From an optimization exercise on the open Yosys and OpenROAD flow, aimed at small area and a short achievable clock period; shortcuts taken in it are not production practice. No functional check of the RTL was part of any run shown here. Power and IR drop assume default switching activity.

==> flow/design.v, too long to show whole: its modules and the start of the top module <==
// module mul_sb33x9: 958 lines
// module long_slow_div_denom_reg: 66 lines
// module mul_div_32: 96 lines
// module cpu_ahb_if: 73 lines
// module cpu_ahb_mem: 74 lines
// module csr_reg: 103 lines
// module ctrl: 32 lines
// module ex: 147 lines
// module ex_mem: 41 lines
// module id: 635 lines
// module id_ex: 59 lines
// module if_id: 25 lines
// module interrupt_ctrl: 90 lines
// module mem: 142 lines
// module mem_wb: 25 lines
// module pc_reg: 30 lines
// module regsfile: 37 lines
// module yadan_riscv: 397 lines
module yadan_riscv(
    input  wire             clk,
    input  wire             rst_n,
    input  wire [7:0]  int_flag_i,
    output wire             M0_HBUSREQ,      
    input  wire             M0_HGRANT,       
    output wire  [31:0]     M0_HADDR,        
    output wire  [ 1:0]     M0_HTRANS,       
    output wire  [ 2:0]     M0_HSIZE,        
    output wire  [ 2:0]     M0_HBURST,       
    output wire  [ 3:0]     M0_HPROT,       
    output wire             M0_HLOCK,       
    output wire             M0_HWRITE,       
    output wire  [31:0]     M0_HWDATA,      
    output wire             M1_HBUSREQ,
    input  wire             M1_HGRANT,
    output wire  [31:0]     M1_HADDR,
    output wire  [ 1:0]     M1_HTRANS,
    output wire  [ 2:0]     M1_HSIZE,
    output wire  [ 2:0]     M1_HBURST,
    output wire  [ 3:0]     M1_HPROT,
    output wire             M1_HLOCK,
    output wire             M1_HWRITE,
    output wire  [31:0]     M1_HWDATA,
    input  wire  [31:0]     M_HRDATA,       
    input  wire  [ 1:0]     M_HRESP,         
    input  wire             M_HREADY         
);
  // ...
==> flow/flow/run.sh <==
#!/bin/bash
set -euo pipefail
bash standard.sh SETUP_SLACK_MARGIN=6.5 finish > flow_make.log 2>&1
==> flow/standard.sh <==
#!/bin/bash
# synth_recipe.tcl (not shown) runs the flow's synth.tcl, then flattens the netlist and writes it again
# the make line also repeats each setting of config.mk as NAME=value (left out here)
make -C /OpenROAD-flow-scripts/flow DESIGN_CONFIG=/design/flow/config.mk WORK_HOME=/design/flow/orfs CLKGATE_MAP_FILE= SYNTH_SCRIPT=/design/flow/synth_recipe.tcl "${@:-finish}"
==> flow/config.mk <==
export PLATFORM = sky130hd
export DESIGN_NAME = yadan_riscv
export DESIGN_NICKNAME = yadan_riscv
export VERILOG_FILES = /design/flow/design.v
export SDC_FILE = /design/flow/constraint.sdc
export NUM_CORES = 8
export LEC_CHECK = 0
export CAP_MARGIN = 20
export CORE_MARGIN = 2
export CORE_UTILIZATION = 55
export SLEW_MARGIN = 20
==> flow/constraint.sdc <==
create_clock -name core_clock -period 11.0 [get_ports {clk}]
set_input_delay 2.2000 -clock core_clock [delete_from_list [all_inputs] [get_ports {clk}]]
set_output_delay 2.2000 -clock core_clock [all_outputs]
set_load 0.01 [all_outputs]
==> summary.md, run 1 <==
| Metric | Value |
|---|---|
| Ant. Diodes | `90` |
| Leak | `58.83 nW` |
| Status | `finished clean` |
| Tapcell count | `3132` |
| Critical path class | `flip-flop to flip-flop` |
| Register Area | `0.06256 sq mm` |
| Area contributors post-synth | `edfxtp_1 40%, dfrtp_1 7.2%, a22oi_1 6.1%, fa_1 4.1%, xnor2_1 3.2%` |
| Sequential power share | `47.6%` |
| Drt first pass iters | `14` |
| Top_reg_cell synth | `edfxtp_1` |
| Die Area | `0.2381 sq mm` |
| Final core utilization | `66.82%` |
| Final min period | `6507 ps` |
| Metal3 WL | `117.4 mm` |
| Syn_area_per_cell | `10.59 sq um` |
| Most common cell after layout, fill and taps aside | `edfxtp_1` |
| Top Registers | `u_regsfile.reg_Q: 992 flops, u_mul_div_32.long_slow_div_denom_reg_i.L_num: 65 flops` |
| Num ports | `205` |
| Worst r2r src | `u_mul_div_32.y_win[2]` |
| RR Endpoint | `u_mul_div_32.z_i[56]` |
| Initial core utilization | `55.35%` |
| Initial antenna violation count | `66` |
| FF-to-FF setup slack | `4490 ps` |
| Largest class | `multi-input combinational cells` |
| Design area | `0.1555 sq mm` |
| GP Congestion | `1.060` |
| First-pass GRT wire length | `863.2 mm` |
| DR WL met2 | `248.0 mm` |
| MaxCap Viol Count | `0` |
| Synth Area in XOR/XNOR | `5.316%` |
| Hold_buf cts | `0` |
| Met2 usage in global routing | `68.78%` |
| Mux contribution to synthesized area | `1.984%` |
| Vias in the first global route | `111.9k` |
| Most frequent CP cell | `fa_1` |
| Num sequential | `2179` |
| Total power | `18.90 mW` |
| Root Buffer | `clkbuf_16` |
| Ys Warns | `49` |
| # rows | `177` |
==> inputs of run 2 (changes only) <==
==> flow/run.sh (new file) <==
#!/bin/bash
# synth_recipe.tcl (not shown) runs the flow's synth.tcl, then flattens the netlist and writes it again
# the make line also repeats each setting of config.mk as NAME=value (left out here)
make -C /OpenROAD-flow-scripts/flow DESIGN_CONFIG=/design/flow/config.mk WORK_HOME=/design/flow/orfs CLKGATE_MAP_FILE= SYNTH_SCRIPT=/design/flow/synth_recipe.tcl finish
--- a/flow/config.mk
+++ b/flow/config.mk
@@ -7,5 +7,6 @@
 export LEC_CHECK = 0
 export CAP_MARGIN = 20
 export CORE_MARGIN = 2
-export CORE_UTILIZATION = 55
+export CORE_UTILIZATION = 40
+export SETUP_SLACK_MARGIN = 5
 export SLEW_MARGIN = 20
removed: flow/flow/run.sh
removed: flow/standard.sh
==> summary.md, run 2 <==
| Metric | Value |
|---|---|
| Status | `finished clean` |
| First-pass GRT wire length | `877.5 mm (+1.7%)` |
| GR Overflow Total | `0` |
| Most common cell in the netlist | `edfxtp_1` |
| Vias in the first global route | `108.9k (-2.7%)` |
| Final core utilization | `46.02% (-21 points)` |
| Total CTS buffers | `240` |
| M1 wire length | `238.7 mm` |
| Setup TNS | `0 ps` |
| #FFs+latches synth | `2179` |
| Sequential cell area fraction in the yosys report | `48.51%` |
| Top cell type's share of synthesized area | `39.67%` |
| Detailed-route DRC error count | `0` |
| Critical path class | `flip-flop to flip-flop` |
| Final WL | `647.4 mm` |
| Total power | `18.81 mW (-0.45%)` |
| Reg clk slew, reported paths | `60 ps` |
| Register Area | `0.06252 sq mm (about the same)` |
| Worst skew pair latency | `1090 ps` |
| Worst Max-Slew Pin Slew | `1417 ps` |
| WL per Instance | `38.53 um` |
| Syn-to-layout area delta | `14.61%` |
| Initial core utilization | `40.15% (-15 points)` |
| Metal3 WL | `98.63 mm (-16%)` |
| Drt initial violations | `24.11k` |
| Die W | `571.5 um` |
| Leak | `55.12 nW (-6.3%)` |
| Clock buffer depth | `4` |
| Worst Hold Class | `flip-flop to flip-flop` |
| Largest net degree at the start of global routing | `160` |
| Top cells by count, synth | `1702 x edfxtp_1, 1066 x nand2_1, 1041 x a22oi_1` |
| Slew HR | `5.552%` |
| DR vias/cell | `6.956` |
| Worst setup SP type | `flip-flop` |
| CTS sink cnt | `2179` |
| GP Congestion | `1.033 (-2.5%)` |
| Clk_skew | `198.2 ps` |
| Multi-input gate area | `0.06287 sq mm` |
| Unrepaired setup endpoints after global routing | `yes` |
| CTS tree | `done` |
| Share of layout cells above drive strength 1 | `12.27%` |
| Ys Warns | `49 (unchanged)` |
| Total number of vias | `116.9k` |
| Mapped cell area | `0.1288 sq mm` |
| Fillers | `29.31k` |
| H-tree levels | `4` |
| Top reg by flops | `u_regsfile.reg_Q` |
| MaxCap Viol Count | `0 (unchanged)` |
| Commonest non-fill, non-tap cells in the layout | `1702 x edfxtp_1, 1060 x nand2_1, 1018 x a22oi_1, 655 x nor2_1, 561 x a21oi_1` |
| Tot GR Track Use | `38.28%` |
| Max-slew violation total from the final report | `0` |
| Cells after synthesis | `12.16k` |
| Core Footprint | `0.3209 sq mm` |
| Die Span Y | `571.5 um` |
| Cell variety after synth | `102` |
| Final setup violation count | `0` |
| Top Registers | `u_regsfile.reg_Q: 992 flops, u_mul_div_32.long_slow_div_denom_reg_i.L_num: 65 flops` |
| Critical-path maximum fanout | `5` |
| Final min period | `6546 ps (+39.35 ps)` |
| Syn_area_per_cell | `10.59 sq um (unchanged)` |
| Pwr dens | `127.4 mW/mm^2` |
| Fin. Hold Viols | `0` |
| Part of the cycle the worst path needs | `59.51%` |
| Initial antenna violation count | `50 (-24%)` |
| Area contributors post-synth | `edfxtp_1 40%, dfrtp_1 7.2%, a22oi_1 6.1%, fa_1 4.1%, xnor2_1 3.2%` |
| Num ports | `205 (unchanged)` |
| Most common cell after layout, fill and taps aside | `edfxtp_1` |
| CP endpoint kind | `flip-flop` |
| PortBufs | `145` |
| CP required | `11670 ps` |
| Top sig layer | `met5` |
| Post-route ant nets | `0` |
| # rows | `208 (+18%)` |
| Drt first pass iters | `13 (-1)` |
| Top_reg_cell synth | `edfxtp_1` |
| DR WL met2 | `262.3 mm (+5.8%)` |
| Die Area | `0.3267 sq mm (+37%)` |
| Crit path DAT | `7220 ps` |
| Async set-reset flop share out of synthesis | `16.93%` |
| Fin nets | `12.86k` |
| Max Clk Rate | `0.1528 GHz` |
| EDFF count, synth | `1702` |
| Maximum vdd ir drop | `176.1 uV` |
| Largest area contributor in the netlist | `edfxtp_1` |
| Max reg flops | `992` |
| Root Buffer | `clkbuf_16` |
| Dpl hpwl | `421.9 mm` |
==> run 2: power breakdown <==
part | total, mW | switching [mW] | internal [mW]
Clock | 8.45 | 3.74 | 4.71
Combinational | 1.37 | 1.05 | 0.316
Sequential | 8.99 | 0.155 | 8.83
==> run 2: layout make-up <==
cell class	instances	area share (%)
Sequential cell	2179	42.34
Timing Repair inverter	1	0.005931
Clock inverter	151	1.082
Multi-Input combinational cell	8538	42.58
Tap cell	4305	3.648
Timing Repair Buffer	720	4.432
Antenna cell	40	0.06779
Clock buffer	297	4.374
Inverter	572	1.478
==> run 2: path summary, 6_finish.rpt <==
check / start / end / depth (start not counted) / slack, ps
hold / removal: u_mul_div_32.enable_in_d2 / u_mul_div_32.enable_in_d3 / 0 / 350
setup / recovery: u_mul_div_32.y_win[4] / u_mul_div_32.z_i[56] / 24 / 4450
setup reg to reg: u_mul_div_32.y_win[4] / u_mul_div_32.z_i[56] / 24 / 4450
min in group asynchronous: rst_n / u_mul_div_32.mul0_div1_reg / 1 / 1200
hold reg to reg: u_mul_div_32.enable_in_d2 / u_mul_div_32.enable_in_d3 / 0 / 350
max in group asynchronous: rst_n / u_if_id.inst_o[21] / 3 / 7380
==> run 2: critical path, cell delays in order, from the launching register on <==
cell and delay [ps]:
edfxtp_1 460, buf_6 160, ha_4 360, buf_12 140, a22oi_2 90, xor2_2 170, fa_1 560, inv_2 50
fa_1 540, inv_1 50, fa_1 530, fa_1 440, fa_1 530, inv_2 50, ha_4 270, nand4_1 140
buf_4 190, a2111oi_4 350, o211ai_1 330, a211oi_2 360, buf_4 180, o31a_1 110, o21ai_1 60, nand2b_1 90
xor2_1 70
==> run 2: kinds of logic after synthesis <==
group	Yosys count	share of synthesized area, %
AOI/OAI and AO/OA	3712	20.49
xor gates and xnor gates	779	5.316
adders and majority gates	565	7.031
buffers and inverters	1501	4.606
DFF	2179	48.51
muxes	191	1.984
other	2	0.005829
and+or+nand+nor	3234	12.06
==> run 2: per-stage QoR <==
stage,setup slack (ps),hold slack [ps],instances,instance area [sq um]
detailed placement,3267,339.5,16170,136600
global placement,3265,337.8,16160,136600
floorplan,4865,331.2,12220,129400
finish,4454,350.7,16800,147700
global route,4318,368.9,16760,147600
CTS,4602,352.7,16710,146500
==> run 2: repair_timing <==
item	4_1_cts	5_1_grt
endpoints found under the setup margin	286	209
pin swaps	65	34
cloned	5	2
buffers inserted	91	36
hold buffers	0	0
resized for setup	187	104
==> run 2: per-layer routing <==
layer	vias up	GRT usage (%)
met3	2345	13.18
met1	57570	50.81
met4	16	22.29
li1	46270	-
met5	-	0
met2	10670	53.87

[re-timing with driven ports]
How much do the figures lean on ideal ports? The routed layouts below were timed once more, with nothing changed but the port constraints. Step 1, drivers: a clkbuf_16 drives clk and a buf_2 each remaining input, both assumed. Step 2 adds t to the input delays and takes it off the output delays; t is the mean of the earliest and latest rising clock arrival at the registers after step 1. Input paths then give back, and output paths get back, about the clock's delay inside the block. Three values: ideal, step 1, step 2; two values: the first two.
| run | t (ns) | setup WS [ns] | latest minus earliest clock arrival (ns) |
|---|---|---|---|
| run 1 | 1.007 | 4.493 / 4.493 / 4.493 | 0.172 / 0.172 |
| run 2 | 1.098 | 4.454 / 4.454 / 3.974 | 0.215 / 0.215 |
After both steps setup and hold are still met in every run listed. The setup slack of run 2, which loses most, moves by 0.000 ns with the drivers and by -0.480 ns with both steps.
